From an optimization exercise on the open Yosys and OpenROAD flow, aimed at small area, a short achievable clock period and few clock cycles; shortcuts taken in it are not production practice.
The RTL was checked by simulation tests, not by an equivalence proof against the original design.
No activity file was given, so power comes from the tool's default toggle rates.

$ cat flow/design.v
module mips(clk,reset,im_addr,im_data,dm_addr,dm_wdata,dm_we,dm_rdata,wb_we,wb_addr,wb_data);
	input clk;
	input reset;
	output [31:0] im_addr;
	input [31:0] im_data;
	output [31:0] dm_addr;
	output [31:0] dm_wdata;
	output dm_we;
	input [31:0] dm_rdata;
	output wb_we;
	output [4:0] wb_addr;
	output [31:0] wb_data;
	reg [31:2] pc_f;
	wire [31:2] pc_f4 = pc_f + 30'd1;
	assign im_addr = {pc_f, 2'b00};
	reg [31:0] ir_d;
	reg [31:0] a_e, b_e, sd_e;
	reg        sub_e, or_e, wr_e, ld_e, st_e;
	reg [4:0]  dst_e;
	reg [31:0] r_m, sd_m;
	reg        wr_m, ld_m, st_m;
	reg [4:0]  dst_m;
	reg [31:0] d_w;
	reg        wr_w;
	reg [4:0]  a_w;
	wire [5:0] op = ir_d[31:26];
	wire [5:0] fn = ir_d[5:0];
	wire [4:0] rs = ir_d[25:21];
	wire [4:0] rt = ir_d[20:16];
	wire [4:0] rd = ir_d[15:11];
	wire [15:0] imm = ir_d[15:0];
	wire is_r    = (op == 6'd0);
	wire is_alur = is_r & fn[5];
	wire is_sub  = fn[1];
	wire is_jr   = is_r & fn[3];
	wire is_ori  = (op == 6'd13);
	wire is_lui  = (op == 6'd15);
	wire is_lw   = (op == 6'd35);
	wire is_sw   = (op == 6'd43);
	wire is_beq  = (op == 6'd4);
	wire is_bl   = (op == 6'd24);
	wire is_j    = (op == 6'd2);
	wire is_jal  = (op == 6'd3);
	wire is_link = is_jal | is_bl;
	wire use_rs = is_alur | is_ori | is_lw | is_sw | is_beq | is_bl | is_jr;
	wire use_rt = is_alur | is_sw | is_beq;
	wire br_rs  = is_beq | is_bl | is_jr;
	wire br_rt  = is_beq;
	wire [4:0] dst = is_alur ? rd : is_link ? 5'd31 : rt;
	wire writes = (is_alur | is_ori | is_lui | is_lw | is_link) & (dst != 5'd0);
	reg [31:0] rf [1:31];
	reg [31:1] rv;
	wire [31:0] val_m = ld_m ? dm_rdata : r_m;
	always @(posedge clk) begin
		if (reset) rv <= 31'd0;
		else if (wr_m) rv[dst_m] <= 1'b1;
	end
	always @(posedge clk) begin
		if (wr_m) rf[dst_m] <= val_m;
	end
	reg [31:1] ohs_d, oht_d;
	wire [31:1] ss = ohs_d & rv;
	wire [31:1] st = oht_d & rv;
	reg [31:0] rf_rs, rf_rt;
	integer i;
	always @* begin
		rf_rs = 32'd0;
		rf_rt = 32'd0;
		for (i = 1; i < 32; i = i + 1) begin
			rf_rs = rf_rs | ({32{ss[i]}} & rf[i]);
			rf_rt = rf_rt | ({32{st[i]}} & rf[i]);
		end
	end
	wire e_rs = wr_e & (dst_e == rs);
	wire e_rt = wr_e & (dst_e == rt);
	wire m_rs = wr_m & (dst_m == rs);
	wire m_rt = wr_m & (dst_m == rt);
	wire [31:0] res_e;
	wire [31:0] rs_mr = m_rs ? val_m : rf_rs;
	wire [31:0] rt_mr = m_rt ? val_m : rf_rt;
	wire [31:0] rs_v = e_rs ? res_e : rs_mr;
	wire [31:0] rt_v = e_rt ? res_e : rt_mr;
	wire [31:0] rs_b = e_rs ? res_e : m_rs ? r_m : rf_rs;
	wire [31:0] rt_b = e_rt ? res_e : m_rt ? r_m : rf_rt;
	wire stall = (ld_e & ((use_rs & e_rs) | (use_rt & e_rt))) |
	             (ld_e & ((br_rs & e_rs) | (br_rt & e_rt))) |
	             (ld_m & ((br_rs & m_rs) | (br_rt & m_rt)));
	wire eq = (rs_b == rt_b);
	wire le = rs_b[31] | (rs_b == 32'd0);
	wire taken = (is_beq & eq) | (is_bl & le);
	wire [31:2] br_tgt = pc_f + {{14{imm[15]}}, imm};
	wire [31:2] pc_next = taken ? br_tgt :
	                      (is_j | is_jal) ? {pc_f[31:28], ir_d[25:0]} :
	                      is_jr ? rs_b[31:2] : pc_f4;
	always @(posedge clk) begin
		if (reset) begin
			pc_f <= 30'h00000c00;
			ir_d <= 32'd0;
		end else if (!stall) begin
			pc_f <= pc_next;
			ir_d <= im_data;
		end
	end
	always @(posedge clk) begin
		if (!stall) begin
			ohs_d <= 31'd1 << (im_data[25:21] - 5'd1);
			oht_d <= 31'd1 << (im_data[20:16] - 5'd1);
		end
	end
	wire [31:0] imm_x = is_lui ? {imm, 16'd0} :
	                    is_ori ? {16'd0, imm} :
	                    is_link ? 32'd0 : {{16{imm[15]}}, imm};
	wire [31:0] a_n = is_link ? {pc_f4, 2'b00} : is_lui ? 32'd0 : rs_v;
	wire [31:0] b_n = is_alur ? rt_v : imm_x;
	always @(posedge clk) begin
		a_e <= a_n;
		b_e <= b_n;
		sd_e <= rt_v;
		sub_e <= is_alur & is_sub;
		or_e <= is_ori;
		dst_e <= dst;
	end
	always @(posedge clk) begin
		if (reset || stall) begin
			wr_e <= 1'b0;
			ld_e <= 1'b0;
			st_e <= 1'b0;
		end else begin
			wr_e <= writes;
			ld_e <= is_lw;
			st_e <= is_sw;
		end
	end
	wire [31:0] sum = a_e + (sub_e ? ~b_e : b_e) + {31'd0, sub_e};
	assign res_e = or_e ? (a_e | b_e) : sum;
	always @(posedge clk) begin
		r_m <= res_e;
		sd_m <= sd_e;
		dst_m <= dst_e;
	end
	always @(posedge clk) begin
		if (reset) begin
			wr_m <= 1'b0;
			ld_m <= 1'b0;
			st_m <= 1'b0;
		end else begin
			wr_m <= wr_e;
			ld_m <= ld_e;
			st_m <= st_e;
		end
	end
	assign dm_addr = r_m;
	assign dm_wdata = sd_m;
	assign dm_we = st_m;
	always @(posedge clk) begin
		d_w <= val_m;
		a_w <= dst_m;
	end
	always @(posedge clk) begin
		if (reset) wr_w <= 1'b0;
		else wr_w <= wr_m;
	end
	assign wb_we = wr_w;
	assign wb_addr = a_w;
	assign wb_data = d_w;
endmodule
$ cat flow/run.sh
#!/bin/bash
# synth_recipe.tcl (not shown) runs the flow's synth.tcl, then flattens the netlist and writes it again
# the make line also repeats each setting of config.mk as NAME=value (left out here)
make -C /OpenROAD-flow-scripts/flow DESIGN_CONFIG=/design/flow/config.mk WORK_HOME=/design/flow/orfs CLKGATE_MAP_FILE= SYNTH_SCRIPT=/design/flow/synth_recipe.tcl finish
$ cat flow/config.mk
export PLATFORM = sky130hd
export DESIGN_NAME = mips
export DESIGN_NICKNAME = mips
export VERILOG_FILES = /design/flow/design.v
export SDC_FILE = /design/flow/constraint.sdc
export NUM_CORES = 4
export LEC_CHECK = 0
export CAP_MARGIN = 20
export CORE_MARGIN = 2
export CORE_UTILIZATION = 40
export SETUP_SLACK_MARGIN = 5
export SLEW_MARGIN = 20
$ cat flow/constraint.sdc
create_clock -name core_clock -period 9.0 [get_ports {clk}]
set_input_delay 1.8000 -clock core_clock [delete_from_list [all_inputs] [get_ports {clk}]]
set_output_delay 1.8000 -clock core_clock [all_outputs]
set_load 0.01 [all_outputs]
==> impl_metrics.csv <==
group,metric,value,unit
status,status,"complete, no violations",
route,vias,58746,
placement,placed_area,67400,um^2
worst_hold_path,min_from,"sd_e[6]",
synth,netlist_area,62300,um^2
synth,synth_area_leader_cell,"edfxtp_1",
clock_network,cts.clk_slew.worst_paths,0.06,ns
synth,synth_xor_area_share,2.00,%
global_routing,grt_pass1_vias,53679,
timing,maxSlewHeadroom,15.6,%
floorplan,dieHeight,399,um
placement,gp_congestion,1.07,
placement,hpwl,204000,um
placement,dp_slack,1.40,ns
final_layout,drive_above_1_share,16.7,%
worst_setup_path,endpoint_kind,"flop",
placement,dp.cells,7418,
clock_network,postCtsHoldBufs,0,
worst_setup_path,crit_type,"reg2reg",
timing,layout_setup_ws,3.40,ns
floorplan,coreArea,154000,um^2
synth,synthMuxAreaShare,0.781,%
synth,yosysTopAreaCellShare,50.8,%
final_layout,regArea,37900,um^2
timing,clock.fmax,0.179,GHz
floorplan,start_util,40.3,%
synth,yosys_warnings,1,
floorplan,rows,144,
global_routing,grt_overflow,0,
synth,ys_types,92,
synth,synth_top_family_by_area,"compound AO/OA/AOI/OAI gates",
route,dr.pass1.iters,12,
worst_setup_path,cp_cell_sequence,"and2_4, a221o_1, nor4_1, buf_4, a31oi_1, xnor2_1, o211a_1, a2111oi_2, nand4_1, or4_4, or4_4, o21ai_4, buf_12, nor2_4, a2111oi_4",
final_layout,final_area,75300,um^2
clock_network,clock_sinks,1363,
worst_setup_path,worstReg2RegEnd,"pc_f[4]",
worst_setup_path,crit_slowest_cell,"or4_4",
final_layout,num-fill-cells,13694,
global_routing,grt_usage,41.5,%
synth,ys_seq_area_share,60.7,%
timing,fin_crit,5.60,ns
clock_network,cts_tree,"yes",
worst_setup_path,r2r_setup_slack,3.40,ns
worst_setup_path,reg2reg_depth,15,
worst_setup_path,crit_path_frequent_cell,"or4_4",
synth,netlist_instances,5369,
synth,synth_compound_area_share,18.2,%
route,wl_per_cell,43.2,um
timing,timing.final.hold_violations,0,
synth,ys_async_sr_fraction,0,%
worst_setup_path,path_max_fanout,14,
timing,drv_slew,0,
synth,yosys_most_used_dff,"edfxtp_1",
synth,synth_area_leaders,"edfxtp_1 51%, dfxtp_1 9.9%, a22oi_1 7.4%",
synth,syn_avg_cell_area,11.6,um^2
worst_setup_path,cp.arrival,6.31,ns
clock_network,clockRootBuffer,"clkbuf_16",
timing,finClkSkew,0.0442,ns
clock_network,clkLatencyLatePin,0.85,ns
worst_setup_path,critPathLaunchType,"flop",
worst_setup_path,cp_slowest_stage_delay,0.65,ns
worst_setup_path,path_delay_family,"simple AND/OR/NAND/NOR gates",
synth,synthSimpleGateAreaFrac,14.1,%
timing,setup_violations,0,
final_layout,multiInputGateArea,24700,um^2
global_routing,antenna_found_initial,30,
worst_hold_path,hold_end,"sd_m[6]",
worst_setup_path,worstReg2RegStart,"oht_d[13]",
floorplan,ios,201,
floorplan,die_x,399,um
final_layout,nets,5825,
final_layout,instances_no_fill,7869,
route,drt_wl_total,340000,um
timing,rsz0062_at_grt,"true",
route,drc,0,
synth,synthAdderAreaFrac,1.51,%
global_routing,grt_pass1_wl,452000,um
worst_setup_path,required,9.71,ns
synth,synth_edf_count,1054,
job,cap_violations,0,
final_layout,fin_util,48.7,%
pwr,power.density,190,nW/um^2
clock_network,cts_buffer_depth,3,
route,via_per_inst,7.47,
timing,tightest_slew,1.26,ns
timing,period_share,62.2,%
clock_network,h-tree-depth,4,
placement,place.port_buffers,198,
pwr,max-vdd-ir-drop,0.000222,V
route,drtIter0Drc,13390,
final_layout,area_delta_synth_final,20.8,%
worst_hold_path,worstHoldPathCells,0,
worst_hold_path,hp-class,"reg2reg",
timing,fin_tns_setup,0,ns
pwr,p_leak,26.0,nW
clock_network,numCtsBuffers,146,
route,antenna_left,0,
floorplan,dieArea,159000,um^2
global_routing,grt_max_degree,85,
worst_setup_path,crit_buf_inv,2,
synth,ys_ff_latch,1363,
==> state kept, by name, summed over array words and instances, names as in the netlist, 5 cells and up <==
name	count
r_m	32
oht_d	31
a_e	32
pc_f	30
ohs_d	31
b_e	32
sd_m	32
dst_e	5
sd_e	32
a_w	5
rf	992
rv	31
dst_m	5
ir_d	32
d_w	32
==> cells in the mapped netlist, types with 27 or more instances <==
| library cell | number |
|---|---|
| inv_1 | 52 |
| nand4_1 | 230 |
| ha_1 | 72 |
| xnor2_1 | 68 |
| nor2_1 | 309 |
| nor3_1 | 77 |
| a222oi_1 | 46 |
| xor2_1 | 74 |
| nor4_1 | 54 |
| a22o_1 | 81 |
| clkbuf_1 | 325 |
| or3_1 | 38 |
| a21oi_1 | 226 |
| a21o_1 | 27 |
| a221oi_1 | 64 |
| a211oi_1 | 52 |
| and2_1 | 70 |
| mux2_2 | 29 |
| buf_1 | 42 |
| o21a_1 | 31 |
| or4_1 | 30 |
| and3_1 | 79 |
| edfxtp_1 | 1054 |
| o211ai_1 | 47 |
| a22oi_1 | 617 |
| dfxtp_1 | 309 |
| nand2_1 | 324 |
| nand3_1 | 416 |
| o21ai_0 | 186 |
==> repair_timing <==
action	4_1_cts	5_1_grt
endpoints found under the setup margin	188	126
pin swaps	37	46
gates resized for setup	250	121
cloned	7	0
buffers inserted	110	45
==> routing by layer <==
metal  GRT usage [%]  part of all wire (%)  vias to the layer above
li1                -                     -                    21977
met3            20.2                    17                     2052
met1            48.8                    33                    27980
met2            58.2                    40                     6701
met5            1.42                  0.18                        -
met4            30.8                    10                       36
==> worst register-to-register path: stages, from the launching register on <==
cell and delay (ns):
edfxtp_1 0.52, and2_4 0.39, a221o_1 0.41, nor4_1 0.60, buf_4 0.28, a31oi_1 0.16, xnor2_1 0.19, o211a_1 0.30
a2111oi_2 0.35, nand4_1 0.23, or4_4 0.58, or4_4 0.65, o21ai_4 0.24, buf_12 0.15, nor2_4 0.07, a2111oi_4 0.37
==> layout make-up <==
| class | instances | area share [%] |
|---|---|---|
| Clock buffer | 188 | 5.36 |
| Timing Repair Buffer | 548 | 6.61 |
| Inverter | 53 | 0.268 |
| Clock inverter | 84 | 1.21 |
| Antenna cell | 16 | 0.0532 |
| Multi-Input combinational cell | 3573 | 32.8 |
| Sequential cell | 1363 | 50.3 |
| Tap cell | 2044 | 3.40 |
==> where the power goes <==
part	total (W)	internal [W]	switching, W
Combinational	0.000962	0.000318	0.000644
Clock	0.00627	0.00351	0.00276
Sequential	0.00708	0.00693	0.000152
Total	0.0143	0.0108	0.00356
==> kinds of logic (layout without fill, tap and decap cells) <==
logic type / count (synthesis) / in the layout
adder cells (fa/ha/maj): 74 / 74
XOR/XNOR: 142 / 142
other: 1 / 18
flip-flops: 1363 / 1363
AND/OR/NAND/NOR: 1727 / 1729
multiplexers: 45 / 45
buffers and inverters: 440 / 873
AO/OA/AOI/OAI: 1577 / 1581
==> how the worst max path moves through the flow <==
| stage | startpoint | to | slack, ns | depth (start not counted) |
|---|---|---|---|---|
| 3_3_place_gp | dst_m[4] | pc_f[9] | 1.51 | 16 |
| 3_5_place_dp | dst_m[4] | pc_f[4] | 1.40 | 16 |
| 5_1_grt | rv[14] | pc_f[4] | 3.50 | 18 |
| 6_report | oht_d[13] | pc_f[4] | 3.40 | 15 |
| 2_1_floorplan | sub_e | pc_f[19] | 4.29 | 21 |
| 4_1_cts | sub_e | pc_f[4] | 3.77 | 21 |
==> metrics by stage <==
step                total power, W  hold WS [ns]
detailed placement         0.00805         0.312
floorplan                  0.00757         0.310
finish                      0.0143         0.324
global route                0.0146         0.328
global placement           0.00805         0.310
CTS                         0.0142         0.324
==> cells in the final DEF (no fill, tap or decap), types with 55 or more instances in the layout <==
cell type,Yosys,layout
clkdlybuf4s50_1,0,197
xnor2_1,68,62
a22oi_1,617,610
a21oi_1,226,201
a221oi_1,64,63
and3_1,79,77
a22o_1,81,80
edfxtp_1,1054,1054
nor3_1,77,62
buf_4,2,294
nand3_1,416,411
nor2_1,309,274
clkbuf_16,0,149
xor2_1,74,68
nand4_1,230,230
nand2_1,324,308
dfxtp_1,309,297
o21ai_0,186,170
ha_1,72,55
Testbench counts, summed over its fixed seeds: cycles 58,287.

-- what the ideal ports hide --
Ports are ideal in the flow. The routed layout listed here was re-timed in OpenROAD.
Step 1 assumes that a clkbuf_16 drives the clock port and a buf_2 every other input.
Step 2 also shifts input and output timing later by t, the mid clock arrival at the registers, as if the neighbouring blocks saw the same clock.
Three values: ideal, step 1, step 2; two values: the first two.
shift t [ns]: 0.919
setup slack, ns: 3.401 / 3.401 / 3.401
worst register clock-pin slew, ns: 0.07 / 0.07
After both steps this run still meets setup and hold. For this run, drivers alone change the setup slack by 0.000 ns; drivers and shift together by 0.000 ns.
